Background: an optimization exercise with open tools, aiming at small area and a short achievable clock period. Do not read the settings as production practice. At most, simulation tests tie the RTL to the original design; equivalence was not proved. Function not checked in run 1: the RTL went through the layout flow alone. Power figures rest on the tool's default switching activity, not on a simulated workload.

File: run.sh
#!/bin/bash
# synth_recipe.tcl (not shown) runs the flow's synth.tcl, then flattens the netlist and writes it again
# the make line also repeats each setting of config.mk as NAME=value (left out here)
make -C /OpenROAD-flow-scripts/flow DESIGN_CONFIG=/design/flow/config.mk WORK_HOME=/design/flow/orfs CLKGATE_MAP_FILE= SYNTH_SCRIPT=/design/flow/synth_recipe.tcl finish
File: config.mk
export PLATFORM = sky130hd
export DESIGN_NAME = Multiplier
export DESIGN_NICKNAME = Multiplier
export VERILOG_FILES = /design/flow/design.v
export SDC_FILE = /design/flow/constraint.sdc
export NUM_CORES = 4
export LEC_CHECK = 0
export ABC_AREA = 1
export CAP_MARGIN = 20
export CORE_MARGIN = 2
export CORE_UTILIZATION = 40
export SETUP_SLACK_MARGIN = 2.8
export SLEW_MARGIN = 20
File: constraint.sdc
create_clock -name core_clock -period 6.0 [get_ports {clk}]
set_input_delay 1.2000 -clock core_clock [delete_from_list [all_inputs] [get_ports {clk}]]
set_output_delay 1.2000 -clock core_clock [all_outputs]
set_load 0.01 [all_outputs]
File: design.v
module Multiplier (
	input clk,
	input resetn,
	input [2:0] step,
	input [7:0] shift,
	input signed [7:0] A,
	input signed [7:0] B0,
	input signed [7:0] B1,
	input signed [7:0] B2,
	input signed [7:0] B3,
	input signed [7:0] B4,
	input signed [7:0] B5,
	input signed [7:0] B6,
	input signed [7:0] B7,
	output [7:0] Y0,
	output [7:0] Y1,
	output [7:0] Y2,
	output [7:0] Y3,
	output [7:0] Y4,
	output [7:0] Y5,
	output [7:0] Y6,
	output [7:0] Y7,
	output reg overflow
	);
	reg s_mul;    
	reg s_zp;     
	reg s_acc;    
	reg s_act;    
	reg s_clr;    
	always @(posedge clk) begin
		s_mul <= (step == 3'd1) | (step == 3'd4);
		s_zp  <= step[2] & (step[1] | step[0]);
		s_acc <= (step == 3'd2);
		s_act <= (step == 3'd3);
		s_clr <= step[2];
	end
	wire rst = ~resetn;
	wire clr = rst | s_clr;
	wire [8:0] ae = {A, 1'b0};
	wire [3:0] one, two, neg;
	genvar j;
	generate for (j = 0; j < 4; j = j + 1) begin : enc
		assign one[j] = ae[2*j+1] ^ ae[2*j];
		assign two[j] = (ae[2*j+2] & ~ae[2*j+1] & ~ae[2*j]) | (~ae[2*j+2] & ae[2*j+1] & ae[2*j]);
		assign neg[j] = ae[2*j+2] & ~(ae[2*j+1] & ae[2*j]);
	end endgenerate
	reg [3:0] p_neg;
	reg p_zero;
	always @(posedge clk) begin
		if (s_mul) p_neg <= neg;
		if (rst | s_zp) p_zero <= 1'b1;
		else if (s_mul) p_zero <= 1'b0;
	end
	wire add_en = s_acc & ~p_zero;
	wire [7:0] b_in [0:7];
	assign b_in[0] = B0; assign b_in[1] = B1; assign b_in[2] = B2; assign b_in[3] = B3;
	assign b_in[4] = B4; assign b_in[5] = B5; assign b_in[6] = B6; assign b_in[7] = B7;
	wire sh_big = |shift[7:5];
	wire [4:0] sh = shift[4:0];
	wire [26:7] m;
	genvar g, k;
	generate for (k = 7; k < 27; k = k + 1) begin : mk
		assign m[k] = ({1'b0, sh} <= k - 7);
	end endgenerate
	reg [6:0] y_r [0:7];
	reg f_r;
	wire [7:0] fl;
	generate for (g = 0; g < 8; g = g + 1) begin : lane
		wire [26:0] hn;
		reg [26:0] h;
		mul_rows mr (.b(b_in[g]), .one(one), .two(two), .neg(neg), .h(hn));
		always @(posedge clk) if (s_mul) h <= hn;
		reg [27:0] v;        
		reg [1:0] q;         
		wire [15:0] vn;
		wire [1:0] qn;
		acc_lo al (.v(v[15:0]), .h(h), .neg(p_neg), .vn(vn), .qn(qn));
		wire [11:0] ah = v[27:16];
		wire [11:0] hi_p, hi_m;
		for (k = 0; k < 12; k = k + 1) begin : incdec
			if (k == 0) begin : b0
				assign hi_p[k] = ~ah[k];
				assign hi_m[k] = ~ah[k];
			end else begin : bk
				assign hi_p[k] = ah[k] ^ (&ah[k-1:0]);
				assign hi_m[k] = ah[k] ^ ~(|ah[k-1:0]);
			end
		end
		wire [11:0] hin = ({12{q[1]}} & hi_m) | ({12{~q[1] & q[0]}} & hi_p) | ({12{~q[0]}} & ah);
		always @(posedge clk) begin
			if (clr) begin
				v <= 28'd0;
				q <= 2'd0;
			end else if (add_en) begin
				v <= {hin, vn};
				q <= qn;
			end
		end
		wire [27:0] acc = {hin, v[15:0]};
		wire [26:0] x0 = acc[26:0];
		wire [22:0] x1 = sh[4] ? {4'd0, x0[26:16]} : x0[22:0];
		wire [14:0] x2 = sh[3] ? x1[22:8] : x1[14:0];
		wire [10:0] x3 = sh[2] ? x2[14:4] : x2[10:0];
		wire [8:0] x4 = sh[1] ? x3[10:2] : x3[8:0];
		wire [6:0] x5 = sh[0] ? x4[7:1] : x4[6:0];
		wire sat = |(acc[26:7] & m);
		wire [6:0] ynew = (acc[27] | sh_big) ? 7'd0 : sat ? 7'h7f : x5;
		always @(posedge clk) begin
			if (rst) y_r[g] <= 7'd0;
			else if (s_act) y_r[g] <= ynew;
		end
		assign fl[g] = acc[26] ^ acc[27];
	end endgenerate
	always @(posedge clk) begin
		if (rst) begin
			f_r <= 1'b0;
			overflow <= 1'b0;
		end else begin
			if (s_acc) f_r <= |fl;
			overflow <= overflow | f_r;
		end
	end
	assign Y0 = {1'b0, y_r[0]};
	assign Y1 = {1'b0, y_r[1]};
	assign Y2 = {1'b0, y_r[2]};
	assign Y3 = {1'b0, y_r[3]};
	assign Y4 = {1'b0, y_r[4]};
	assign Y5 = {1'b0, y_r[5]};
	assign Y6 = {1'b0, y_r[6]};
	assign Y7 = {1'b0, y_r[7]};
endmodule
module mul_rows (
	input [7:0] b,
	input [3:0] one,
	input [3:0] two,
	input [3:0] neg,
	output [26:0] h
);
	wire [8:0] bx = {b[7], b};
	wire [8:0] bs = {b, 1'b0};
	wire [8:0] pp0 = (({9{one[0]}} & bx) | ({9{two[0]}} & bs)) ^ {9{neg[0]}};
	wire [8:0] pp1 = (({9{one[1]}} & bx) | ({9{two[1]}} & bs)) ^ {9{neg[1]}};
	wire [8:0] pp2 = (({9{one[2]}} & bx) | ({9{two[2]}} & bs)) ^ {9{neg[2]}};
	wire [8:0] pp3 = (({9{one[3]}} & bx) | ({9{two[3]}} & bs)) ^ {9{neg[3]}};
	wire m_1;
	wire m_2;
	wire m_3;
	wire m_4;
	wire m_5;
	wire m_6;
	wire m_7;
	wire m_8;
	wire m_9;
	wire m_10;
	wire m_11;
	wire m_12;
	wire m_13;
	wire m_14;
	wire m_15;
	wire m_16;
	wire m_17;
	wire m_18;
	wire m_19;
	wire m_20;
	wire m_21;
	wire m_22;
	wire m_23;
	wire m_24;
	wire m_25;
	wire m_26;
	wire m_27;
	wire m_28;
	assign m_1 = pp0[6] ^ pp1[4];
	assign m_2 = pp0[6] & pp1[4];
	assign m_3 = pp0[7] ^ pp1[5] ^ pp2[3];
	assign m_4 = (pp0[7] & pp1[5]) | (pp0[7] & pp2[3]) | (pp1[5] & pp2[3]);
	assign m_5 = ~pp0[8] ^ pp1[6] ^ pp2[4];
	assign m_6 = (~pp0[8] & pp1[6]) | (~pp0[8] & pp2[4]) | (pp1[6] & pp2[4]);
	assign m_7 = pp1[7] ^ pp2[5];
	assign m_8 = pp1[7] & pp2[5];
	assign m_9 = ~pp1[8] ^ pp2[6];
	assign m_10 = ~pp1[8] & pp2[6];
	assign m_11 = pp0[4] ^ pp1[2];
	assign m_12 = pp0[4] & pp1[2];
	assign m_13 = pp0[5] ^ pp1[3] ^ pp2[1];
	assign m_14 = (pp0[5] & pp1[3]) | (pp0[5] & pp2[1]) | (pp1[3] & pp2[1]);
	assign m_15 = pp2[2] ^ pp3[0] ^ m_1;
	assign m_16 = (pp2[2] & pp3[0]) | (pp2[2] & m_1) | (pp3[0] & m_1);
	assign m_17 = pp3[1] ^ m_3 ^ m_2;
	assign m_18 = (pp3[1] & m_3) | (pp3[1] & m_2) | (m_3 & m_2);
	assign m_19 = pp3[2] ^ m_5 ^ m_4;
	assign m_20 = (pp3[2] & m_5) | (pp3[2] & m_4) | (m_5 & m_4);
	assign m_21 = pp3[3] ^ m_7 ^ m_6;
	assign m_22 = (pp3[3] & m_7) | (pp3[3] & m_6) | (m_7 & m_6);
	assign m_23 = pp3[4] ^ m_9 ^ m_8;
	assign m_24 = (pp3[4] & m_9) | (pp3[4] & m_8) | (m_9 & m_8);
	assign m_25 = pp2[7] ^ pp3[5] ^ m_10;
	assign m_26 = (pp2[7] & pp3[5]) | (pp2[7] & m_10) | (pp3[5] & m_10);
	assign m_27 = ~pp2[8] ^ pp3[6];
	assign m_28 = ~pp2[8] & pp3[6];
	assign h[0] = pp0[0];    
	assign h[1] = pp0[1];    
	assign h[2] = pp0[2];    
	assign h[3] = pp1[0];    
	assign h[4] = pp0[3];    
	assign h[5] = pp1[1];    
	assign h[6] = pp2[0];    
	assign h[7] = m_11;    
	assign h[8] = m_13;    
	assign h[9] = m_12;    
	assign h[10] = m_15;    
	assign h[11] = m_14;    
	assign h[12] = m_17;    
	assign h[13] = m_16;    
	assign h[14] = m_19;    
	assign h[15] = m_18;    
	assign h[16] = m_21;    
	assign h[17] = m_20;    
	assign h[18] = m_23;    
	assign h[19] = m_22;    
	assign h[20] = m_25;    
	assign h[21] = m_24;    
	assign h[22] = m_27;    
	assign h[23] = m_26;    
	assign h[24] = pp3[7];    
	assign h[25] = m_28;    
	assign h[26] = ~pp3[8];    
endmodule
module acc_lo (
	input [15:0] v,
	input [26:0] h,
	input [3:0] neg,
	output [15:0] vn,
	output [1:0] qn
);
	wire t_1;
	wire t_2;
	wire t_3;
	wire t_4;
	wire t_5;
	wire t_6;
	wire t_7;
	wire t_8;
	wire t_9;
	wire t_10;
	wire t_11;
	wire t_12;
	wire t_13;
	wire t_14;
	wire t_15;
	wire t_16;
	wire t_17;
	wire t_18;
	wire t_19;
	wire t_20;
	wire t_21;
	wire t_22;
	wire t_23;
	wire t_24;
	wire t_25;
	wire t_26;
	wire t_27;
	wire t_28;
	wire t_29;
	wire t_30;
	wire t_31;
	wire t_32;
	wire t_33;
	wire t_34;
	wire t_35;
	wire t_36;
	wire t_37;
	wire t_38;
	wire t_39;
	wire t_40;
	wire t_41;
	wire t_42;
	wire t_43;
	wire t_44;
	wire t_45;
	wire t_46;
	wire t_47;
	wire t_48;
	wire t_49;
	wire t_50;
	wire t_51;
	wire t_52;
	wire t_53;
	wire t_54;
	wire t_55;
	wire t_56;
	assign t_1 = v[2] ^ h[2];
	assign t_2 = v[2] & h[2];
	assign t_3 = v[3] ^ h[4];
	assign t_4 = v[3] & h[4];
	assign t_5 = v[4] ^ h[6] ^ h[7];
	assign t_6 = (v[4] & h[6]) | (v[4] & h[7]) | (h[6] & h[7]);
	assign t_7 = v[5] ^ h[8];
	assign t_8 = v[5] & h[8];
	assign t_9 = v[6] ^ h[10] ^ h[11];
	assign t_10 = (v[6] & h[10]) | (v[6] & h[11]) | (h[10] & h[11]);
	assign t_11 = v[7] ^ h[12];
	assign t_12 = v[7] & h[12];
	assign t_13 = v[8] ^ h[14] ^ h[15];
	assign t_14 = (v[8] & h[14]) | (v[8] & h[15]) | (h[14] & h[15]);
	assign t_15 = v[9] ^ h[16] ^ h[17];
	assign t_16 = (v[9] & h[16]) | (v[9] & h[17]) | (h[16] & h[17]);
	assign t_17 = v[10] ^ h[18];
	assign t_18 = v[10] & h[18];
	assign t_19 = v[11] ^ h[20] ^ h[21];
	assign t_20 = (v[11] & h[20]) | (v[11] & h[21]) | (h[20] & h[21]);
	assign t_21 = v[12] ^ h[22];
	assign t_22 = v[12] & h[22];
	assign t_23 = v[13] ^ h[24] ^ h[25];
	assign t_24 = (v[13] & h[24]) | (v[13] & h[25]) | (h[24] & h[25]);
	assign t_25 = v[0] ^ h[0];
	assign t_26 = v[0] & h[0];
	assign t_27 = v[1] ^ h[1];
	assign t_28 = v[1] & h[1];
	assign t_29 = h[3] ^ neg[1] ^ t_1;
	assign t_30 = (h[3] & neg[1]) | (h[3] & t_1) | (neg[1] & t_1);
	assign t_31 = h[5] ^ t_3 ^ t_2;
	assign t_32 = (h[5] & t_3) | (h[5] & t_2) | (t_3 & t_2);
	assign t_33 = neg[2] ^ t_5 ^ t_4;
	assign t_34 = (neg[2] & t_5) | (neg[2] & t_4) | (t_5 & t_4);
	assign t_35 = h[9] ^ t_7 ^ t_6;
	assign t_36 = (h[9] & t_7) | (h[9] & t_6) | (t_7 & t_6);
	assign t_37 = neg[3] ^ t_9 ^ t_8;
	assign t_38 = (neg[3] & t_9) | (neg[3] & t_8) | (t_9 & t_8);
	assign t_39 = h[13] ^ t_11 ^ t_10;
	assign t_40 = (h[13] & t_11) | (h[13] & t_10) | (t_11 & t_10);
	assign t_41 = ~(t_13 ^ t_12);
	assign t_42 = t_13 | t_12;
	assign t_43 = ~(t_15 ^ t_14);
	assign t_44 = t_15 | t_14;
	assign t_45 = h[19] ^ t_17 ^ t_16;
	assign t_46 = (h[19] & t_17) | (h[19] & t_16) | (t_17 & t_16);
	assign t_47 = ~(t_19 ^ t_18);
	assign t_48 = t_19 | t_18;
	assign t_49 = h[23] ^ t_21 ^ t_20;
	assign t_50 = (h[23] & t_21) | (h[23] & t_20) | (t_21 & t_20);
	assign t_51 = ~(t_23 ^ t_22);
	assign t_52 = t_23 | t_22;
	assign t_53 = v[14] ^ h[26] ^ t_24;
	assign t_54 = (v[14] & h[26]) | (v[14] & t_24) | (h[26] & t_24);
	assign t_55 = ~v[15];
	assign t_56 = v[15];
	wire [17:0] ra = {1'b1, 1'b1, t_55, t_53, t_51, t_49, t_47, t_45, t_43, t_41, t_39, t_37, t_35, t_33, t_31, t_29, t_27, neg[0]};
	wire [17:0] rb = {1'b0, t_56, t_54, t_52, t_50, t_48, t_46, t_44, t_42, t_40, t_38, t_36, t_34, t_32, t_30, t_28, t_26, t_25};
	wire [17:0] u = ra + rb;
	assign vn = u[15:0];
	assign qn = u[17:16];
endmodule
==> flow_summary_export.csv, run 1 <==
group,metric,value,unit
logic_synthesis,syn_area,45600,µm²
hold_path,hp-class,"reg2reg",
clock_network,worst_skew_pair.late_latency,650,ps
timing,fin_setup_tns,0,ps
global_routing,grt_max_degree,167,
global_routing,overflow,0,
place,dp_hpwl,117000,µm
clock_network,clockBufferDepth,3,
routing,ant_nets,0,
cells_and_area,final_core_util,46.8,%
logic_synthesis,synth-edff-count,220,
timing,setup_viol,0,
floorplanning,dieWidth,342,µm
floorplanning,die_h,342,µm
logic_synthesis,syn_inst,6255,
hold_path,holdCritStartpoint,"s_zp",
place,portBuffers,141,
clock_network,clk_root_buffer_cell,"clkbuf_16",
worst_setup_path,arrival,3490,ps
timing,grt_setup_unrepaired,"true",
logic_synthesis,synth_cell_type_count,52,
routing,first_pass_iters,7,
logic_synthesis,ys_seq_area_share,27.8,%
floorplanning,pin_count,150,
cells_and_area,area_delta_synth_final,15.6,%
logic_synthesis,ys_top_cells_by_area,"edfxtp_1 (14%), dfxtp_1 (13%), nand2_1 (10%)",
clock_network,numCtsBuffers,69,
timing,finalHoldViolCount,0,
clock_network,cts_tree,"yes",
timing,worst_slew_pin_slew,1020,ps
outcome,status,"timing/DRC/antenna clean",
worst_setup_path,crit_start,"A[4]",
global_routing,grt_usage,26.5,%
timing,finalClockSkew,24.8,ps
cells_and_area,drive_gt1_share,8.00,%
cells_and_area,n_fill_cell,11200,
floorplanning,core_area,113000,µm²
power_and_ir_drop,power_density,292,nW/µm²
worst_setup_path,slowest_stage,"fa_1",
power_and_ir_drop,ir_worst_vdd,0.197,mV
worst_setup_path,crit_chain,"clkdlybuf4s15_2, ha_4, inv_12, o22ai_2, xor2_1, fa_1, inv_1, fa_1",
routing,drt_iter0_drc,4580,
timing,relSlewSlack,31.7,%
timing,layout_min_cycle_time,3120,ps
global_routing,gr-max-usage-layer,"met1",
timing,slew_violations,0,
timing,timing.final.crit_share,52.0,%
global_routing,grt_pass1_wl,240000,µm
global_routing,antenna_found_initial,3,
logic_synthesis,synth_top_flop_cell,"dfxtp_1",
routing,wirelength,160000,µm
clock_network,cts_hold_buf,0,
clock_network,clk_pin_slew,60,ps
cells_and_area,layout.nets,6953,
floorplanning,start_util,40.4,%
worst_setup_path,crit_top_cell,"fa_1",
routing,vias_per_cell,5.40,
clock_network,cts_num_sinks,524,
global_routing,met1_usage,41.6,%
worst_setup_path,crit_required,6380,ps
clock_network,h-tree-depth,3,
logic_synthesis,synth_largest_area_cell,"edfxtp_1",
routing,wire_per_inst,20.3,µm
worst_setup_path,start_kind,"input port",
worst_setup_path,crit_path_max_fanout,57,
global_routing,grt_pass1_vias,38500,
logic_synthesis,ys_async_sr_fraction,0,%
routing,drc,0,
worst_setup_path,reg2reg_from,"p_neg[1]",
timing,fmax,0.321,GHz
worst_setup_path,slowest_delay,560,ps
floorplanning,dieArea,117000,µm²
global_routing,globalRouteMet2Util,36.9,%
logic_synthesis,yosysWarnings,3,
global_routing,use_met3,4.22,%
logic_synthesis,netlist.area_leader.share,14.5,%
place,gp_congestion,0.983,
power_and_ir_drop,power_leakage,25.0,nW
worst_setup_path,setup.worst_path.class,"in2reg",
logic_synthesis,synth.avg_cell_area,7.29,µm²
logic_synthesis,synth_seq_cells,524,
routing,vias,42600,
flow_run,maxCapViolCount,0,
floorplanning,rows,123,
worst_setup_path,end_kind,"flop",
-- logic make-up (layout without fill, tap and decap cells) --
family / count (synthesis) / after routing / share of synthesized area [%]
compound gates: 1293 / 1294 / 15.9
xor+xnor: 371 / 371 / 7.12
fa+ha+maj: 539 / 539 / 18.1
buf+inv: 1405 / 1525 / 11.8
flops: 524 / 524 / 27.8
mux: 5 / 5 / 0.110
other cells: 1 / 9 / 0.00822
simple gates: 2117 / 2118 / 19.2
-- worst max-delay path: cells and delay by family --
kind                     cells  cell delay [ps]
XOR/XNOR                     1              170
buffers and inverters        3              660
AO/OA/AOI/OAI                1              120
adder cells (fa/ha/maj)      3             1290
-- sequential cells by signal, summed over array words and instances, names as in the netlist --
name,flops
p_neg,4
y_r,56
s_clr,1
s_mul,1
f_r,1
s_acc,1
lane.q,16
lane.h,216
p_zero,1
s_zp,1
s_act,1
overflow,1
lane.v,224
-- final timing paths --
check	end	slack (ps)	cells past startpoint
max	lane[7].h[12]	2880	8
min	p_zero	430	2
max reg2reg	lane[2].q[0]	2920	18
min reg2reg	p_zero	430	2
-- layout make-up --
cell class / count / area (µm²) / share of cell area (%)
diodes: 1 / 2.50 / 0.00474
clock buffers: 87 / 1910 / 3.62
clock inverters: 39 / 528 / 1.00
inverters: 1136 / 4360 / 8.26
multi-input cells: 4335 / 28700 / 54.4
flip-flops and latches: 524 / 12700 / 24.1
well taps: 1500 / 1880 / 3.56
repair buffers: 263 / 2690 / 5.10
-- cell usage after synthesis, types with 26 or more instances --
cell type  number
a21oi_1       474
a22oi_1        26
buf_1          47
buf_2          37
clkbuf_1      166
dfxtp_1       304
edfxtp_1      220
fa_1          200
ha_1          339
inv_1        1117
nand2_1      1214
nand3_1       398
nand4_1        43
nor2_1        393
o211ai_1       54
o21ai_0       383
o22ai_1       264
xnor2_1        60
xor2_1        311
-- report_power, final --
part	total, mW	switching (mW)	internal [mW]
Clock	4.55	1.80	2.74
Sequential	4.37	0.233	4.14
Combinational	6.47	3.97	2.50
-- cell usage in the layout, fill, tap and decap left out, types with 26 or more instances in the layout --
cell type | Yosys | layout
a21oi_1 | 474 | 438
nand3_1 | 398 | 395
a21oi_2 | 2 | 32
buf_4 | 18 | 88
o22ai_1 | 264 | 242
ha_1 | 339 | 316
nand4_1 | 43 | 43
o21ai_0 | 383 | 342
xnor2_1 | 60 | 60
o21ai_2 | 3 | 26
inv_1 | 1117 | 1106
xor2_1 | 311 | 311
dfxtp_1 | 304 | 294
nand2_1 | 1214 | 1204
clkdlybuf4s50_1 | 0 | 130
o211ai_1 | 54 | 54
edfxtp_1 | 220 | 220
clkbuf_16 | 0 | 76
fa_1 | 200 | 185
a22oi_1 | 26 | 26
nor2_1 | 393 | 370
-- per-stage QoR --
step                instances  power, mW  worst slack [ps]  hold WS, ps  area (µm²)
floorplan                6262       8.53              2560          399       46100
global placement         7689       9.96              1400          418       48600
detailed placement       7689       10.0              1400          425       48600
CTS                      7847       14.9              2810          442       51700
global route             7884       16.4              2730          465       52800
finish                   7885       15.4              2880          433       52800
-- repair_timing --
item,4_1_cts,5_1_grt
cloned,3,4
pin swaps,21,49
setup buffers,29,33
gates resized for setup,127,170
setup endpoints to repair,247,215
-- routing by layer --
metal	vias to the layer above	share of wire (%)
met4	2	2.5
met1	19900	48
met2	1940	40
met5	-	0.0075
li1	20500	-
met3	245	9.0
==> run 2, diff against run 1 <==
--- a/design.v
+++ b/design.v
@@ -78,13 +78,10 @@
 		wire [11:0] ah = v[27:16];
-		wire [11:0] hi_p, hi_m;
-		for (k = 0; k < 12; k = k + 1) begin : incdec
+		wire [11:0] hin;
+		for (k = 0; k < 12; k = k + 1) begin : hadj
 			if (k == 0) begin : b0
-				assign hi_p[k] = ~ah[k];
-				assign hi_m[k] = ~ah[k];
+				assign hin[k] = ah[k] ^ q[0];
 			end else begin : bk
-				assign hi_p[k] = ah[k] ^ (&ah[k-1:0]);
-				assign hi_m[k] = ah[k] ^ ~(|ah[k-1:0]);
+				assign hin[k] = ah[k] ^ (q[0] & (q[1] ? ~(|ah[k-1:0]) : (&ah[k-1:0])));
 			end
 		end
-		wire [11:0] hin = ({12{q[1]}} & hi_m) | ({12{~q[1] & q[0]}} & hi_p) | ({12{~q[0]}} & ah);
 		always @(posedge clk) begin
@@ -349,3 +346,191 @@
 	wire [17:0] rb = {1'b0, t_56, t_54, t_52, t_50, t_48, t_46, t_44, t_42, t_40, t_38, t_36, t_34, t_32, t_30, t_28, t_26, t_25};
-	wire [17:0] u = ra + rb;
+	wire [17:0] u_p0 = ra ^ rb;
+	wire [17:0] u_g0 = ra & rb;
+	wire [17:0] u_pp0 = u_p0;
+	wire [17:0] u_g1, u_pp1;
+	assign u_g1[0] = u_g0[0];
+	assign u_pp1[0] = u_pp0[0];
+	assign u_g1[1] = u_g0[1] | (u_pp0[1] & u_g0[0]);
+	assign u_pp1[1] = u_pp0[1] & u_pp0[0];
+	assign u_g1[2] = u_g0[2];
+	assign u_pp1[2] = u_pp0[2];
+	assign u_g1[3] = u_g0[3] | (u_pp0[3] & u_g0[2]);
+	assign u_pp1[3] = u_pp0[3] & u_pp0[2];
+	assign u_g1[4] = u_g0[4];
+	assign u_pp1[4] = u_pp0[4];
+	assign u_g1[5] = u_g0[5] | (u_pp0[5] & u_g0[4]);
+	assign u_pp1[5] = u_pp0[5] & u_pp0[4];
+	assign u_g1[6] = u_g0[6];
+	assign u_pp1[6] = u_pp0[6];
+	assign u_g1[7] = u_g0[7] | (u_pp0[7] & u_g0[6]);
+	assign u_pp1[7] = u_pp0[7] & u_pp0[6];
+	assign u_g1[8] = u_g0[8];
+	assign u_pp1[8] = u_pp0[8];
+	assign u_g1[9] = u_g0[9] | (u_pp0[9] & u_g0[8]);
+	assign u_pp1[9] = u_pp0[9] & u_pp0[8];
+	assign u_g1[10] = u_g0[10];
+	assign u_pp1[10] = u_pp0[10];
+	assign u_g1[11] = u_g0[11] | (u_pp0[11] & u_g0[10]);
+	assign u_pp1[11] = u_pp0[11] & u_pp0[10];
+	assign u_g1[12] = u_g0[12];
+	assign u_pp1[12] = u_pp0[12];
+	assign u_g1[13] = u_g0[13] | (u_pp0[13] & u_g0[12]);
+	assign u_pp1[13] = u_pp0[13] & u_pp0[12];
+	assign u_g1[14] = u_g0[14];
+	assign u_pp1[14] = u_pp0[14];
+	assign u_g1[15] = u_g0[15] | (u_pp0[15] & u_g0[14]);
+	assign u_pp1[15] = u_pp0[15] & u_pp0[14];
+	assign u_g1[16] = u_g0[16];
+	assign u_pp1[16] = u_pp0[16];
+	assign u_g1[17] = u_g0[17] | (u_pp0[17] & u_g0[16]);
+	assign u_pp1[17] = u_pp0[17] & u_pp0[16];
+	wire [17:0] u_g2, u_pp2;
+	assign u_g2[0] = u_g1[0];
+	assign u_pp2[0] = u_pp1[0];
+	assign u_g2[1] = u_g1[1];
+	assign u_pp2[1] = u_pp1[1];
+	assign u_g2[2] = u_g1[2] | (u_pp1[2] & u_g1[1]);
+	assign u_pp2[2] = u_pp1[2] & u_pp1[1];
+	assign u_g2[3] = u_g1[3] | (u_pp1[3] & u_g1[1]);
+	assign u_pp2[3] = u_pp1[3] & u_pp1[1];
+	assign u_g2[4] = u_g1[4];
+	assign u_pp2[4] = u_pp1[4];
+	assign u_g2[5] = u_g1[5];
+	assign u_pp2[5] = u_pp1[5];
+	assign u_g2[6] = u_g1[6] | (u_pp1[6] & u_g1[5]);
+	assign u_pp2[6] = u_pp1[6] & u_pp1[5];
+	assign u_g2[7] = u_g1[7] | (u_pp1[7] & u_g1[5]);
+	assign u_pp2[7] = u_pp1[7] & u_pp1[5];
+	assign u_g2[8] = u_g1[8];
+	assign u_pp2[8] = u_pp1[8];
+	assign u_g2[9] = u_g1[9];
+	assign u_pp2[9] = u_pp1[9];
+	assign u_g2[10] = u_g1[10] | (u_pp1[10] & u_g1[9]);
+	assign u_pp2[10] = u_pp1[10] & u_pp1[9];
+	assign u_g2[11] = u_g1[11] | (u_pp1[11] & u_g1[9]);
+	assign u_pp2[11] = u_pp1[11] & u_pp1[9];
+	assign u_g2[12] = u_g1[12];
+	assign u_pp2[12] = u_pp1[12];
+	assign u_g2[13] = u_g1[13];
+	assign u_pp2[13] = u_pp1[13];
+	assign u_g2[14] = u_g1[14] | (u_pp1[14] & u_g1[13]);
+	assign u_pp2[14] = u_pp1[14] & u_pp1[13];
+	assign u_g2[15] = u_g1[15] | (u_pp1[15] & u_g1[13]);
+	assign u_pp2[15] = u_pp1[15] & u_pp1[13];
+	assign u_g2[16] = u_g1[16];
+	assign u_pp2[16] = u_pp1[16];
+	assign u_g2[17] = u_g1[17];
+	assign u_pp2[17] = u_pp1[17];
+	wire [17:0] u_g3, u_pp3;
+	assign u_g3[0] = u_g2[0];
+	assign u_pp3[0] = u_pp2[0];
+	assign u_g3[1] = u_g2[1];
+	assign u_pp3[1] = u_pp2[1];
+	assign u_g3[2] = u_g2[2];
+	assign u_pp3[2] = u_pp2[2];
+	assign u_g3[3] = u_g2[3];
+	assign u_pp3[3] = u_pp2[3];
+	assign u_g3[4] = u_g2[4] | (u_pp2[4] & u_g2[3]);
+	assign u_pp3[4] = u_pp2[4] & u_pp2[3];
+	assign u_g3[5] = u_g2[5] | (u_pp2[5] & u_g2[3]);
+	assign u_pp3[5] = u_pp2[5] & u_pp2[3];
+	assign u_g3[6] = u_g2[6] | (u_pp2[6] & u_g2[3]);
+	assign u_pp3[6] = u_pp2[6] & u_pp2[3];
+	assign u_g3[7] = u_g2[7] | (u_pp2[7] & u_g2[3]);
+	assign u_pp3[7] = u_pp2[7] & u_pp2[3];
+	assign u_g3[8] = u_g2[8];
+	assign u_pp3[8] = u_pp2[8];
+	assign u_g3[9] = u_g2[9];
+	assign u_pp3[9] = u_pp2[9];
+	assign u_g3[10] = u_g2[10];
+	assign u_pp3[10] = u_pp2[10];
+	assign u_g3[11] = u_g2[11];
+	assign u_pp3[11] = u_pp2[11];
+	assign u_g3[12] = u_g2[12] | (u_pp2[12] & u_g2[11]);
+	assign u_pp3[12] = u_pp2[12] & u_pp2[11];
+	assign u_g3[13] = u_g2[13] | (u_pp2[13] & u_g2[11]);
+	assign u_pp3[13] = u_pp2[13] & u_pp2[11];
+	assign u_g3[14] = u_g2[14] | (u_pp2[14] & u_g2[11]);
+	assign u_pp3[14] = u_pp2[14] & u_pp2[11];
+	assign u_g3[15] = u_g2[15] | (u_pp2[15] & u_g2[11]);
+	assign u_pp3[15] = u_pp2[15] & u_pp2[11];
+	assign u_g3[16] = u_g2[16];
+	assign u_pp3[16] = u_pp2[16];
+	assign u_g3[17] = u_g2[17];
+	assign u_pp3[17] = u_pp2[17];
+	wire [17:0] u_g4, u_pp4;
+	assign u_g4[0] = u_g3[0];
+	assign u_pp4[0] = u_pp3[0];
+	assign u_g4[1] = u_g3[1];
+	assign u_pp4[1] = u_pp3[1];
+	assign u_g4[2] = u_g3[2];
+	assign u_pp4[2] = u_pp3[2];
+	assign u_g4[3] = u_g3[3];
+	assign u_pp4[3] = u_pp3[3];
+	assign u_g4[4] = u_g3[4];
+	assign u_pp4[4] = u_pp3[4];
+	assign u_g4[5] = u_g3[5];
+	assign u_pp4[5] = u_pp3[5];
+	assign u_g4[6] = u_g3[6];
+	assign u_pp4[6] = u_pp3[6];
+	assign u_g4[7] = u_g3[7];
+	assign u_pp4[7] = u_pp3[7];
+	assign u_g4[8] = u_g3[8] | (u_pp3[8] & u_g3[7]);
+	assign u_pp4[8] = u_pp3[8] & u_pp3[7];
+	assign u_g4[9] = u_g3[9] | (u_pp3[9] & u_g3[7]);
+	assign u_pp4[9] = u_pp3[9] & u_pp3[7];
+	assign u_g4[10] = u_g3[10] | (u_pp3[10] & u_g3[7]);
+	assign u_pp4[10] = u_pp3[10] & u_pp3[7];
+	assign u_g4[11] = u_g3[11] | (u_pp3[11] & u_g3[7]);
+	assign u_pp4[11] = u_pp3[11] & u_pp3[7];
+	assign u_g4[12] = u_g3[12] | (u_pp3[12] & u_g3[7]);
+	assign u_pp4[12] = u_pp3[12] & u_pp3[7];
+	assign u_g4[13] = u_g3[13] | (u_pp3[13] & u_g3[7]);
+	assign u_pp4[13] = u_pp3[13] & u_pp3[7];
+	assign u_g4[14] = u_g3[14] | (u_pp3[14] & u_g3[7]);
+	assign u_pp4[14] = u_pp3[14] & u_pp3[7];
+	assign u_g4[15] = u_g3[15] | (u_pp3[15] & u_g3[7]);
+	assign u_pp4[15] = u_pp3[15] & u_pp3[7];
+	assign u_g4[16] = u_g3[16];
+	assign u_pp4[16] = u_pp3[16];
+	assign u_g4[17] = u_g3[17];
+	assign u_pp4[17] = u_pp3[17];
+	wire [17:0] u_g5, u_pp5;
+	assign u_g5[0] = u_g4[0];
+	assign u_pp5[0] = u_pp4[0];
+	assign u_g5[1] = u_g4[1];
+	assign u_pp5[1] = u_pp4[1];
+	assign u_g5[2] = u_g4[2];
+	assign u_pp5[2] = u_pp4[2];
+	assign u_g5[3] = u_g4[3];
+	assign u_pp5[3] = u_pp4[3];
+	assign u_g5[4] = u_g4[4];
+	assign u_pp5[4] = u_pp4[4];
+	assign u_g5[5] = u_g4[5];
+	assign u_pp5[5] = u_pp4[5];
+	assign u_g5[6] = u_g4[6];
+	assign u_pp5[6] = u_pp4[6];
+	assign u_g5[7] = u_g4[7];
+	assign u_pp5[7] = u_pp4[7];
+	assign u_g5[8] = u_g4[8];
+	assign u_pp5[8] = u_pp4[8];
+	assign u_g5[9] = u_g4[9];
+	assign u_pp5[9] = u_pp4[9];
+	assign u_g5[10] = u_g4[10];
+	assign u_pp5[10] = u_pp4[10];
+	assign u_g5[11] = u_g4[11];
+	assign u_pp5[11] = u_pp4[11];
+	assign u_g5[12] = u_g4[12];
+	assign u_pp5[12] = u_pp4[12];
+	assign u_g5[13] = u_g4[13];
+	assign u_pp5[13] = u_pp4[13];
+	assign u_g5[14] = u_g4[14];
+	assign u_pp5[14] = u_pp4[14];
+	assign u_g5[15] = u_g4[15];
+	assign u_pp5[15] = u_pp4[15];
+	assign u_g5[16] = u_g4[16] | (u_pp4[16] & u_g4[15]);
+	assign u_pp5[16] = u_pp4[16] & u_pp4[15];
+	assign u_g5[17] = u_g4[17] | (u_pp4[17] & u_g4[15]);
+	assign u_pp5[17] = u_pp4[17] & u_pp4[15];
+	wire [17:0] u = u_p0 ^ {u_g5[16:0], 1'b0};
 	assign vn = u[15:0];
==> flow_summary_export.csv, run 2 <==
group,metric,value,unit
cells_and_area,final_common_cell,"nand2_1",
logic_synthesis,synth_compound_area_share,13.9,%
worst_setup_path,setup.worst_path.class,"reg2reg",
global_routing,grt_pass1_wl,232000,µm
timing,timing.final.crit_share,57.7,%
cells_and_area,largest-register,"lane.v",
global_routing,overflow,0,
clock_network,clockBufferDepth,3,
flow_run,maxCapViolCount,0,
logic_synthesis,ys_async_sr_fraction,0,%
routing,first_pass_iters,6,
place,gp_congestion,1.02,
power_and_ir_drop,power_density,290,nW/µm²
power_and_ir_drop,p_total,14.8,mW
logic_synthesis,syn_inst,5657,
timing,relSlewSlack,34.5,%
logic_synthesis,syn_area,43000,µm²
routing,wirelength,155000,µm
power_and_ir_drop,power_leakage,23.2,nW
logic_synthesis,synth_top_family_by_area,"simple AND/OR/NAND/NOR gates",
cells_and_area,fin_area,50800,µm²
logic_synthesis,synth_seq_cells,524,
timing,setup_viol,0,
routing,vias_per_cell,5.44,
worst_setup_path,slowest_delay,550,ps
logic_synthesis,ys_seq_area_share,29.5,%
worst_setup_path,reg2reg_from,"lane[1].h[6]",
global_routing,grt_usage,27.4,%
logic_synthesis,netlist.area_leader.share,15.4,%
timing,finalHoldViolCount,0,
cells_and_area,final_core_util,47.6,%
timing,fmax,0.289,GHz
clock_network,cts_hold_buf,0,
power_and_ir_drop,ir_worst_vdd,0.219,mV
cells_and_area,diodes,0,
place,post_dp_cell_area,45800,µm²
routing,ant_nets,0,
logic_synthesis,synthSimpleGateAreaFrac,20.1,%
worst_setup_path,start_kind,"flop",
clock_network,clk_root_buffer_cell,"clkbuf_16",
clock_network,cts_num_sinks,524,
worst_setup_path,crit_start,"lane[1].h[6]",
timing,layout_min_cycle_time,3460,ps
logic_synthesis,synthTopCellsByCount,"nand2_1 (1172), inv_1 (871), nand3_1 (427), o21ai_0 (341), a21oi_1 (339)",
routing,vias,39500,
cells_and_area,final_cells,7255,
cells_and_area,largest_register_ffs,224,
cells_and_area,drive_gt1_share,11.3,%
floorplanning,pin_count,150,
logic_synthesis,synth.avg_cell_area,7.59,µm²
place,portBuffers,141,
logic_synthesis,synth_top_flop_cell,"dfxtp_1",
routing,drc,0,
clock_network,h-tree-depth,3,
cells_and_area,layout.nets,6377,
logic_synthesis,synth.area.mux_share,0,%
clock_network,numCtsBuffers,67,
floorplanning,dieArea,110000,µm²
logic_synthesis,synth_xor_area_share,7.81,%
worst_setup_path,crit_required,6530,ps
logic_synthesis,synth_largest_area_cell,"edfxtp_1",
clock_network,clk_pin_slew,60,ps
global_routing,grt_max_degree,174,
clock_network,worst_skew_pair.late_latency,640,ps
worst_setup_path,crit_path_max_fanout,4,
logic_synthesis,synth_most_common_cell,"nand2_1",
timing,finalClockSkew,17.3,ps
clock_network,cts_tree,"yes",
global_routing,grt_pass1_vias,36400,
worst_setup_path,arrival,3990,ps
timing,grt_setup_unrepaired,"true",
worst_setup_path,end_kind,"flop",
worst_setup_path,slowest_stage,"fa_1",
logic_synthesis,ys_top_cells_by_area,"edfxtp_1 (15%), dfxtp_1 (14%), fa_1 (10%)",
outcome,status,"timing/DRC/antenna clean",
routing,drt_iter0_drc,4677,
floorplanning,start_util,40.2,%
logic_synthesis,yosysWarnings,3,
logic_synthesis,synth-edff-count,220,
place,dp.cells,6986,
floorplanning,core_area,107000,µm²
timing,slew_violations,0,
floorplanning,die_h,332,µm
cells_and_area,largestRegisters,"lane.v (224), lane.h (216), y_r (56)",
place,dp_hpwl,109000,µm
routing,wire_per_inst,21.4,µm
logic_synthesis,synth_fa_ha_area_share,18.2,%
floorplanning,dieWidth,332,µm
logic_synthesis,synth_cell_type_count,52,
hold_path,holdCritStartpoint,"s_zp",
hold_path,hp-class,"reg2reg",
cells_and_area,final_cell_mix,"nand2_1 (1146), inv_1 (836), nand3_1 (418)",
timing,fin_setup_tns,0,ps
cells_and_area,area_delta_synth_final,18.3,%
floorplanning,rows,120,
worst_setup_path,crit_chain,"fa_1, fa_1, ha_1, nand2_1, inv_1, nand2_1, nand2_2, a21o_1, a21oi_4, nor2_4, nor2_4, nor3_2, nor2_2, inv_2, buf_6, buf_6, buf_6, nand2_2, nand3_2, nand2_1, inv_1",
timing,worst_slew_pin_slew,983,ps
global_routing,antenna_found_initial,2,
==> run 2: logic make-up (layout without fill, tap and decap cells) <==
| family | count (synthesis) | after routing |
|---|---|---|
| XOR/XNOR | 383 | 383 |
| AO/OA/AOI/OAI | 1057 | 1058 |
| buffers and inverters | 1172 | 1358 |
| adder cells (fa/ha/maj) | 491 | 491 |
| flip-flops | 524 | 524 |
| AND/OR/NAND/NOR | 2029 | 2030 |
| other | 1 | 8 |
==> run 2: cell type report <==
type	instances	area (µm²)
Clock buffer	94	1920
Clock inverter	26	352
Fill cell	10400	55900
Inverter	895	3450
Multi-Input combinational cell	3970	27000
Sequential cell	524	12700
Tap cell	1403	1760
Timing Repair Buffer	342	3560
Timing Repair inverter	1	7.51
==> run 2: final timing paths <==
| path | endpoint | slack [ps] | depth (start not counted) |
|---|---|---|---|
| setup / recovery | lane[1].v[15] | 2540 | 21 |
| hold / removal | p_zero | 460 | 2 |
| hold reg to reg | p_zero | 460 | 2 |
| setup reg to reg | lane[1].v[15] | 2540 | 21 |
==> run 2: metal layers <==
layer  GRT usage [%]  part of all wire (%)  vias to the layer above
li1                -                     -                    18800
met1            42.0                    47                    18500
met2            39.0                    41                     1906
met3            4.62                   9.1                      307
met4            8.19                   3.2                        2
met5               0                0.0045                        -
==> run 2: where the power goes <==
part | switching [mW] | internal (mW) | total [mW]
registers | 0.187 | 4.14 | 4.32
logic | 3.47 | 2.69 | 6.15
clock network | 1.73 | 2.55 | 4.28
total | 5.38 | 9.37 | 14.8
==> run 2: worst max-delay path, delay by kind of cell, from the launching register on <==
| kind | cells | cell delay, ps |
|---|---|---|
| flops | 1 | 410 |
| compound gates | 2 | 370 |
| buf+inv | 6 | 450 |
| simple gates | 10 | 830 |
| fa+ha+maj | 3 | 1290 |
==> run 2: what timing repair did <==
action                                  CTS  global route
hold endpoints to repair                  0             0
endpoints found under the setup margin  283           174
setup buffers                            93            42
gates cloned                             11             3
gates resized for setup                 185           191
pin swaps                               116           139
==> run 2: stage by stage <==
stage | hold slack [ps] | setup WS [ps]
3_3_place_gp | 423 | 1440
6_report | 455 | 2540
5_1_grt | 488 | 2420
2_1_floorplan | 399 | 2580
4_1_cts | 463 | 2450
3_5_place_dp | 439 | 1340
==> run 3, diff against run 2 <==
--- a/design.v
+++ b/design.v
@@ -354,32 +354,32 @@
 	assign u_pp1[1] = u_pp0[1] & u_pp0[0];
-	assign u_g1[2] = u_g0[2];
-	assign u_pp1[2] = u_pp0[2];
+	assign u_g1[2] = u_g0[2] | (u_pp0[2] & u_g0[1]);
+	assign u_pp1[2] = u_pp0[2] & u_pp0[1];
 	assign u_g1[3] = u_g0[3] | (u_pp0[3] & u_g0[2]);
 	assign u_pp1[3] = u_pp0[3] & u_pp0[2];
-	assign u_g1[4] = u_g0[4];
-	assign u_pp1[4] = u_pp0[4];
+	assign u_g1[4] = u_g0[4] | (u_pp0[4] & u_g0[3]);
+	assign u_pp1[4] = u_pp0[4] & u_pp0[3];
 	assign u_g1[5] = u_g0[5] | (u_pp0[5] & u_g0[4]);
 	assign u_pp1[5] = u_pp0[5] & u_pp0[4];
-	assign u_g1[6] = u_g0[6];
-	assign u_pp1[6] = u_pp0[6];
+	assign u_g1[6] = u_g0[6] | (u_pp0[6] & u_g0[5]);
+	assign u_pp1[6] = u_pp0[6] & u_pp0[5];
 	assign u_g1[7] = u_g0[7] | (u_pp0[7] & u_g0[6]);
 	assign u_pp1[7] = u_pp0[7] & u_pp0[6];
-	assign u_g1[8] = u_g0[8];
-	assign u_pp1[8] = u_pp0[8];
+	assign u_g1[8] = u_g0[8] | (u_pp0[8] & u_g0[7]);
+	assign u_pp1[8] = u_pp0[8] & u_pp0[7];
 	assign u_g1[9] = u_g0[9] | (u_pp0[9] & u_g0[8]);
 	assign u_pp1[9] = u_pp0[9] & u_pp0[8];
-	assign u_g1[10] = u_g0[10];
-	assign u_pp1[10] = u_pp0[10];
+	assign u_g1[10] = u_g0[10] | (u_pp0[10] & u_g0[9]);
+	assign u_pp1[10] = u_pp0[10] & u_pp0[9];
 	assign u_g1[11] = u_g0[11] | (u_pp0[11] & u_g0[10]);
 	assign u_pp1[11] = u_pp0[11] & u_pp0[10];
-	assign u_g1[12] = u_g0[12];
-	assign u_pp1[12] = u_pp0[12];
+	assign u_g1[12] = u_g0[12] | (u_pp0[12] & u_g0[11]);
+	assign u_pp1[12] = u_pp0[12] & u_pp0[11];
 	assign u_g1[13] = u_g0[13] | (u_pp0[13] & u_g0[12]);
 	assign u_pp1[13] = u_pp0[13] & u_pp0[12];
-	assign u_g1[14] = u_g0[14];
-	assign u_pp1[14] = u_pp0[14];
+	assign u_g1[14] = u_g0[14] | (u_pp0[14] & u_g0[13]);
+	assign u_pp1[14] = u_pp0[14] & u_pp0[13];
 	assign u_g1[15] = u_g0[15] | (u_pp0[15] & u_g0[14]);
 	assign u_pp1[15] = u_pp0[15] & u_pp0[14];
-	assign u_g1[16] = u_g0[16];
-	assign u_pp1[16] = u_pp0[16];
+	assign u_g1[16] = u_g0[16] | (u_pp0[16] & u_g0[15]);
+	assign u_pp1[16] = u_pp0[16] & u_pp0[15];
 	assign u_g1[17] = u_g0[17] | (u_pp0[17] & u_g0[16]);
@@ -391,34 +391,34 @@
 	assign u_pp2[1] = u_pp1[1];
-	assign u_g2[2] = u_g1[2] | (u_pp1[2] & u_g1[1]);
-	assign u_pp2[2] = u_pp1[2] & u_pp1[1];
+	assign u_g2[2] = u_g1[2] | (u_pp1[2] & u_g1[0]);
+	assign u_pp2[2] = u_pp1[2] & u_pp1[0];
 	assign u_g2[3] = u_g1[3] | (u_pp1[3] & u_g1[1]);
 	assign u_pp2[3] = u_pp1[3] & u_pp1[1];
-	assign u_g2[4] = u_g1[4];
-	assign u_pp2[4] = u_pp1[4];
-	assign u_g2[5] = u_g1[5];
-	assign u_pp2[5] = u_pp1[5];
-	assign u_g2[6] = u_g1[6] | (u_pp1[6] & u_g1[5]);
-	assign u_pp2[6] = u_pp1[6] & u_pp1[5];
+	assign u_g2[4] = u_g1[4] | (u_pp1[4] & u_g1[2]);
+	assign u_pp2[4] = u_pp1[4] & u_pp1[2];
+	assign u_g2[5] = u_g1[5] | (u_pp1[5] & u_g1[3]);
+	assign u_pp2[5] = u_pp1[5] & u_pp1[3];
+	assign u_g2[6] = u_g1[6] | (u_pp1[6] & u_g1[4]);
+	assign u_pp2[6] = u_pp1[6] & u_pp1[4];
 	assign u_g2[7] = u_g1[7] | (u_pp1[7] & u_g1[5]);
 	assign u_pp2[7] = u_pp1[7] & u_pp1[5];
-	assign u_g2[8] = u_g1[8];
-	assign u_pp2[8] = u_pp1[8];
-	assign u_g2[9] = u_g1[9];
-	assign u_pp2[9] = u_pp1[9];
-	assign u_g2[10] = u_g1[10] | (u_pp1[10] & u_g1[9]);
-	assign u_pp2[10] = u_pp1[10] & u_pp1[9];
+	assign u_g2[8] = u_g1[8] | (u_pp1[8] & u_g1[6]);
+	assign u_pp2[8] = u_pp1[8] & u_pp1[6];
+	assign u_g2[9] = u_g1[9] | (u_pp1[9] & u_g1[7]);
+	assign u_pp2[9] = u_pp1[9] & u_pp1[7];
+	assign u_g2[10] = u_g1[10] | (u_pp1[10] & u_g1[8]);
+	assign u_pp2[10] = u_pp1[10] & u_pp1[8];
 	assign u_g2[11] = u_g1[11] | (u_pp1[11] & u_g1[9]);
 	assign u_pp2[11] = u_pp1[11] & u_pp1[9];
-	assign u_g2[12] = u_g1[12];
-	assign u_pp2[12] = u_pp1[12];
-	assign u_g2[13] = u_g1[13];
-	assign u_pp2[13] = u_pp1[13];
-	assign u_g2[14] = u_g1[14] | (u_pp1[14] & u_g1[13]);
-	assign u_pp2[14] = u_pp1[14] & u_pp1[13];
+	assign u_g2[12] = u_g1[12] | (u_pp1[12] & u_g1[10]);
+	assign u_pp2[12] = u_pp1[12] & u_pp1[10];
+	assign u_g2[13] = u_g1[13] | (u_pp1[13] & u_g1[11]);
+	assign u_pp2[13] = u_pp1[13] & u_pp1[11];
+	assign u_g2[14] = u_g1[14] | (u_pp1[14] & u_g1[12]);
+	assign u_pp2[14] = u_pp1[14] & u_pp1[12];
 	assign u_g2[15] = u_g1[15] | (u_pp1[15] & u_g1[13]);
 	assign u_pp2[15] = u_pp1[15] & u_pp1[13];
-	assign u_g2[16] = u_g1[16];
-	assign u_pp2[16] = u_pp1[16];
-	assign u_g2[17] = u_g1[17];
-	assign u_pp2[17] = u_pp1[17];
+	assign u_g2[16] = u_g1[16] | (u_pp1[16] & u_g1[14]);
+	assign u_pp2[16] = u_pp1[16] & u_pp1[14];
+	assign u_g2[17] = u_g1[17] | (u_pp1[17] & u_g1[15]);
+	assign u_pp2[17] = u_pp1[17] & u_pp1[15];
 	wire [17:0] u_g3, u_pp3;
@@ -432,30 +432,30 @@
 	assign u_pp3[3] = u_pp2[3];
-	assign u_g3[4] = u_g2[4] | (u_pp2[4] & u_g2[3]);
-	assign u_pp3[4] = u_pp2[4] & u_pp2[3];
-	assign u_g3[5] = u_g2[5] | (u_pp2[5] & u_g2[3]);
-	assign u_pp3[5] = u_pp2[5] & u_pp2[3];
-	assign u_g3[6] = u_g2[6] | (u_pp2[6] & u_g2[3]);
-	assign u_pp3[6] = u_pp2[6] & u_pp2[3];
+	assign u_g3[4] = u_g2[4] | (u_pp2[4] & u_g2[0]);
+	assign u_pp3[4] = u_pp2[4] & u_pp2[0];
+	assign u_g3[5] = u_g2[5] | (u_pp2[5] & u_g2[1]);
+	assign u_pp3[5] = u_pp2[5] & u_pp2[1];
+	assign u_g3[6] = u_g2[6] | (u_pp2[6] & u_g2[2]);
+	assign u_pp3[6] = u_pp2[6] & u_pp2[2];
 	assign u_g3[7] = u_g2[7] | (u_pp2[7] & u_g2[3]);
 	assign u_pp3[7] = u_pp2[7] & u_pp2[3];
-	assign u_g3[8] = u_g2[8];
-	assign u_pp3[8] = u_pp2[8];
-	assign u_g3[9] = u_g2[9];
-	assign u_pp3[9] = u_pp2[9];
-	assign u_g3[10] = u_g2[10];
-	assign u_pp3[10] = u_pp2[10];
-	assign u_g3[11] = u_g2[11];
-	assign u_pp3[11] = u_pp2[11];
-	assign u_g3[12] = u_g2[12] | (u_pp2[12] & u_g2[11]);
-	assign u_pp3[12] = u_pp2[12] & u_pp2[11];
-	assign u_g3[13] = u_g2[13] | (u_pp2[13] & u_g2[11]);
-	assign u_pp3[13] = u_pp2[13] & u_pp2[11];
-	assign u_g3[14] = u_g2[14] | (u_pp2[14] & u_g2[11]);
-	assign u_pp3[14] = u_pp2[14] & u_pp2[11];
+	assign u_g3[8] = u_g2[8] | (u_pp2[8] & u_g2[4]);
+	assign u_pp3[8] = u_pp2[8] & u_pp2[4];
+	assign u_g3[9] = u_g2[9] | (u_pp2[9] & u_g2[5]);
+	assign u_pp3[9] = u_pp2[9] & u_pp2[5];
+	assign u_g3[10] = u_g2[10] | (u_pp2[10] & u_g2[6]);
+	assign u_pp3[10] = u_pp2[10] & u_pp2[6];
+	assign u_g3[11] = u_g2[11] | (u_pp2[11] & u_g2[7]);
+	assign u_pp3[11] = u_pp2[11] & u_pp2[7];
+	assign u_g3[12] = u_g2[12] | (u_pp2[12] & u_g2[8]);
+	assign u_pp3[12] = u_pp2[12] & u_pp2[8];
+	assign u_g3[13] = u_g2[13] | (u_pp2[13] & u_g2[9]);
+	assign u_pp3[13] = u_pp2[13] & u_pp2[9];
+	assign u_g3[14] = u_g2[14] | (u_pp2[14] & u_g2[10]);
+	assign u_pp3[14] = u_pp2[14] & u_pp2[10];
 	assign u_g3[15] = u_g2[15] | (u_pp2[15] & u_g2[11]);
 	assign u_pp3[15] = u_pp2[15] & u_pp2[11];
-	assign u_g3[16] = u_g2[16];
-	assign u_pp3[16] = u_pp2[16];
-	assign u_g3[17] = u_g2[17];
-	assign u_pp3[17] = u_pp2[17];
+	assign u_g3[16] = u_g2[16] | (u_pp2[16] & u_g2[12]);
+	assign u_pp3[16] = u_pp2[16] & u_pp2[12];
+	assign u_g3[17] = u_g2[17] | (u_pp2[17] & u_g2[13]);
+	assign u_pp3[17] = u_pp2[17] & u_pp2[13];
 	wire [17:0] u_g4, u_pp4;
@@ -477,22 +477,22 @@
 	assign u_pp4[7] = u_pp3[7];
-	assign u_g4[8] = u_g3[8] | (u_pp3[8] & u_g3[7]);
-	assign u_pp4[8] = u_pp3[8] & u_pp3[7];
-	assign u_g4[9] = u_g3[9] | (u_pp3[9] & u_g3[7]);
-	assign u_pp4[9] = u_pp3[9] & u_pp3[7];
-	assign u_g4[10] = u_g3[10] | (u_pp3[10] & u_g3[7]);
-	assign u_pp4[10] = u_pp3[10] & u_pp3[7];
-	assign u_g4[11] = u_g3[11] | (u_pp3[11] & u_g3[7]);
-	assign u_pp4[11] = u_pp3[11] & u_pp3[7];
-	assign u_g4[12] = u_g3[12] | (u_pp3[12] & u_g3[7]);
-	assign u_pp4[12] = u_pp3[12] & u_pp3[7];
-	assign u_g4[13] = u_g3[13] | (u_pp3[13] & u_g3[7]);
-	assign u_pp4[13] = u_pp3[13] & u_pp3[7];
-	assign u_g4[14] = u_g3[14] | (u_pp3[14] & u_g3[7]);
-	assign u_pp4[14] = u_pp3[14] & u_pp3[7];
+	assign u_g4[8] = u_g3[8] | (u_pp3[8] & u_g3[0]);
+	assign u_pp4[8] = u_pp3[8] & u_pp3[0];
+	assign u_g4[9] = u_g3[9] | (u_pp3[9] & u_g3[1]);
+	assign u_pp4[9] = u_pp3[9] & u_pp3[1];
+	assign u_g4[10] = u_g3[10] | (u_pp3[10] & u_g3[2]);
+	assign u_pp4[10] = u_pp3[10] & u_pp3[2];
+	assign u_g4[11] = u_g3[11] | (u_pp3[11] & u_g3[3]);
+	assign u_pp4[11] = u_pp3[11] & u_pp3[3];
+	assign u_g4[12] = u_g3[12] | (u_pp3[12] & u_g3[4]);
+	assign u_pp4[12] = u_pp3[12] & u_pp3[4];
+	assign u_g4[13] = u_g3[13] | (u_pp3[13] & u_g3[5]);
+	assign u_pp4[13] = u_pp3[13] & u_pp3[5];
+	assign u_g4[14] = u_g3[14] | (u_pp3[14] & u_g3[6]);
+	assign u_pp4[14] = u_pp3[14] & u_pp3[6];
 	assign u_g4[15] = u_g3[15] | (u_pp3[15] & u_g3[7]);
 	assign u_pp4[15] = u_pp3[15] & u_pp3[7];
-	assign u_g4[16] = u_g3[16];
-	assign u_pp4[16] = u_pp3[16];
-	assign u_g4[17] = u_g3[17];
-	assign u_pp4[17] = u_pp3[17];
+	assign u_g4[16] = u_g3[16] | (u_pp3[16] & u_g3[8]);
+	assign u_pp4[16] = u_pp3[16] & u_pp3[8];
+	assign u_g4[17] = u_g3[17] | (u_pp3[17] & u_g3[9]);
+	assign u_pp4[17] = u_pp3[17] & u_pp3[9];
 	wire [17:0] u_g5, u_pp5;
@@ -530,6 +530,6 @@
 	assign u_pp5[15] = u_pp4[15];
-	assign u_g5[16] = u_g4[16] | (u_pp4[16] & u_g4[15]);
-	assign u_pp5[16] = u_pp4[16] & u_pp4[15];
-	assign u_g5[17] = u_g4[17] | (u_pp4[17] & u_g4[15]);
-	assign u_pp5[17] = u_pp4[17] & u_pp4[15];
+	assign u_g5[16] = u_g4[16] | (u_pp4[16] & u_g4[0]);
+	assign u_pp5[16] = u_pp4[16] & u_pp4[0];
+	assign u_g5[17] = u_g4[17] | (u_pp4[17] & u_g4[1]);
+	assign u_pp5[17] = u_pp4[17] & u_pp4[1];
 	wire [17:0] u = u_p0 ^ {u_g5[16:0], 1'b0};
--- a/config.mk
+++ b/config.mk
@@ -11,3 +11,3 @@
 export CORE_UTILIZATION = 40
-export SETUP_SLACK_MARGIN = 2.8
+export SETUP_SLACK_MARGIN = 3.1
 export SLEW_MARGIN = 20
==> flow_summary_export.csv, run 3 <==
group,metric,value,unit
outcome,status,"timing/DRC/antenna clean",
floorplanning,core_area,108000,µm²
floorplanning,dieWidth,334,µm
worst_setup_path,start_kind,"flop",
logic_synthesis,synthTopCellsByCount,"nand2_1 (1243), inv_1 (840), nand3_1 (428), a21oi_1 (417), o21ai_0 (379)",
routing,ant_nets,0,
clock_network,clockBufferDepth,3,
cells_and_area,largestRegisters,"lane.v (224), lane.h (216), y_r (56)",
logic_synthesis,synth_most_common_cell,"nand2_1",
logic_synthesis,ys_async_sr_fraction,0,%
worst_setup_path,setup.worst_path.class,"reg2reg",
floorplanning,die_h,334,µm
routing,vias_per_cell,5.51,
place,post_dp_cell_area,46500,µm²
global_routing,grt_pass1_vias,37700,
routing,first_pass_iters,7,
place,portBuffers,141,
logic_synthesis,netlist.area_leader.share,15.2,%
logic_synthesis,synth.avg_cell_area,7.46,µm²
logic_synthesis,ys_seq_area_share,29.2,%
global_routing,overflow,0,
cells_and_area,diodes,0,
worst_setup_path,arrival,3560,ps
routing,drt_iter0_drc,5082,
clock_network,h-tree-depth,3,
cells_and_area,layout.nets,6617,
power_and_ir_drop,ir_worst_vdd,0.288,mV
global_routing,grt_pass1_wl,238000,µm
hold_path,hp-class,"reg2reg",
timing,timing.final.crit_share,50.8,%
power_and_ir_drop,power_leakage,24.5,nW
timing,worst_slew_pin_slew,957,ps
logic_synthesis,syn_inst,5832,
clock_network,cts_tree,"yes",
worst_setup_path,end_kind,"flop",
logic_synthesis,synth_cell_type_count,51,
clock_network,numCtsBuffers,69,
place,dp_hpwl,112000,µm
cells_and_area,drive_gt1_share,14.9,%
timing,slew_violations,0,
timing,fmax,0.328,GHz
floorplanning,rows,120,
cells_and_area,final_cell_mix,"nand2_1 (1196), inv_1 (782), nand3_1 (414)",
worst_setup_path,crit_required,6510,ps
cells_and_area,multi_input_area,29100,µm²
cells_and_area,area_delta_synth_final,23.4,%
clock_network,cts_num_sinks,524,
floorplanning,start_util,40.5,%
place,gp_congestion,0.989,
routing,vias,41400,
worst_setup_path,crit_path_max_fanout,8,
routing,drc,0,
global_routing,grt_usage,27.7,%
cells_and_area,fin_area,53700,µm²
global_routing,grt_max_degree,150,
logic_synthesis,synth-edff-count,220,
cells_and_area,final_common_cell,"nand2_1",
clock_network,worst_skew_pair.late_latency,630,ps
power_and_ir_drop,power_density,303,nW/µm²
timing,finalHoldViolCount,0,
logic_synthesis,synth_seq_cells,524,
timing,layout_min_cycle_time,3050,ps
cells_and_area,largest-register,"lane.v",
flow_run,maxCapViolCount,0,
logic_synthesis,yosysWarnings,3,
logic_synthesis,ys_top_cells_by_area,"edfxtp_1 (15%), dfxtp_1 (14%), nand2_1 (11%)",
clock_network,clk_root_buffer_cell,"clkbuf_16",
timing,grt_setup_unrepaired,"true",
global_routing,antenna_found_initial,0,
clock_network,cts_hold_buf,0,
timing,fin_setup_tns,0,ps
routing,wire_per_inst,21.4,µm
logic_synthesis,synth_top_flop_cell,"dfxtp_1",
cells_and_area,largest_register_ffs,224,
logic_synthesis,synth_largest_area_cell,"edfxtp_1",
routing,wirelength,161000,µm
floorplanning,pin_count,150,
timing,relSlewSlack,36.2,%
cells_and_area,regArea,12700,µm²
timing,finalClockSkew,22.2,ps
clock_network,clk_pin_slew,60,ps
cells_and_area,n_fill_cell,10200,
timing,setup_viol,0,
logic_synthesis,syn_area,43500,µm²
floorplanning,dieArea,111000,µm²
-- run 3: cell count changes in the layout (fill, tap and decap cells not counted), moves of 16 or more --
cell | previous run | this run
a21oi_1 | 303 | 356
o21ai_1 | 25 | 84
nand2_1 | 1146 | 1196
buf_4 | 121 | 163
inv_1 | 836 | 782
o21ai_0 | 310 | 266
nand4_1 | 61 | 79
a21oi_2 | 36 | 54
buf_12 | 13 | 30
o22ai_1 | 226 | 193
o22ai_2 | 21 | 40
fa_2 | 17 | 33
xor2_2 | 9 | 34
fa_1 | 207 | 167
-- run 3: kinds of logic after synthesis --
family                     Yosys count  share of synthesized area, %
DFF                                524                          29.2
adders and majority gates          483                          17.3
other                                1                       0.00862
buffers and inverters             1139                          10.0
AOI/OAI and AO/OA                 1156                          14.7
xor gates and xnor gates           422                          8.50
and+or+nand+nor                   2107                          20.3
-- run 3: worst paths after layout --
path                            startpoint            to  slack, ps  depth (start not counted)
worst min register to register        s_zp        p_zero        440                          2
worst min-delay path                  s_zp        p_zero        440                          2
worst max-delay path              p_neg[1]  lane[7].q[0]       2950                         16
worst max register to register    p_neg[1]  lane[7].q[0]       2950                         16
-- run 3: through the flow --
stage / hold WS [ps] / util, % / cells / setup WS [ps] / power [mW]
2_1_floorplan: 399 / - / 5839 / 2560 / 8.31
3_3_place_gp: 423 / 43.2 / 7166 / 1260 / 9.65
3_5_place_dp: 411 / 43.2 / 7166 / 1170 / 9.78
4_1_cts: 447 / 47.6 / 7412 / 2970 / 15.0
5_1_grt: 483 / 49.9 / 7501 / 2810 / 17.2
6_report: 441 / 49.9 / 7501 / 2950 / 16.3
-- run 3: cell type report --
class	count	share of cell area (%)
Timing Repair Buffer	410	8.22
Tap cell	1403	3.27
Timing Repair inverter	3	0.0676
Sequential cell	524	23.7
Multi-Input combinational cell	4178	54.2
Inverter	863	6.31
Clock buffer	96	3.68
Clock inverter	24	0.513
-- run 3: worst max-delay path: stages (launching register included) --
cell and delay [ps]:
edfxtp_1 370, clkinvlp_4 110, buf_12 160, buf_6 120
fa_1 540, inv_2 50, ha_4 280, nand3b_1 110
nand3_2 90, inv_1 70, o21ai_4 200, a31oi_4 130
o21ai_4 220, a21oi_2 110, xor2_2 180, o21ai_1 130
inv_1 50
-- run 3: power breakdown --
| part | switching [mW] | total [mW] | internal (mW) |
|---|---|---|---|
| logic | 4.28 | 7.59 | 3.31 |
| clock network | 1.70 | 4.25 | 2.54 |
| registers | 0.272 | 4.42 | 4.14 |
| total | 6.25 | 16.3 | 10.0 |
-- run 3: what timing repair did --
item	4_1_cts	5_1_grt
endpoints found under the setup margin	316	237
gates resized for setup	323	461
pin swaps	104	171
cloned	12	3
buffers inserted	114	86
-- run 3: metal layers --
layer  up-vias  part of all wire, %  routed length [µm]  global-route usage [%]
met1     19300                   45               72200                    41.4
met4         0                  4.0                6470                    9.48
met2      2145                   41               66100                    40.3
met3       376                  9.8               15800                    4.44
li1      19600                    -                   -                       -
met5         -                    0                   0                       0

==> separate check: timing with driven ports <==
The results above use ideal ports. As a check the final layouts listed here were re-extracted and re-timed, cells and wires unchanged.
Step 1, drivers: a clkbuf_16 drives clk and a buf_2 each remaining input, both assumed.
Step 2 times the ports against the registers' clock, not the clock port: input delays grow and output delays shrink by t, the midpoint of the rising clock arrivals with the driver on.
a / b / c = no drivers / after step 1 / after step 2; a / b = the first two.
| run | t, ns | setup slack, ns | pins driven straight from the clock port |
|---|---|---|---|
| run 1 | 0.707 | 2.881 / 2.872 / 2.165 | 1 |
| run 2 | 0.710 | 2.539 / 2.539 / 2.171 | 1 |
| run 3 | 0.695 | 2.949 / 2.949 / 2.391 | 1 |
After both steps every run listed still meets setup and hold. For run 1, which loses most, drivers alone change the setup slack by -0.009 ns; drivers and shift together by -0.716 ns.
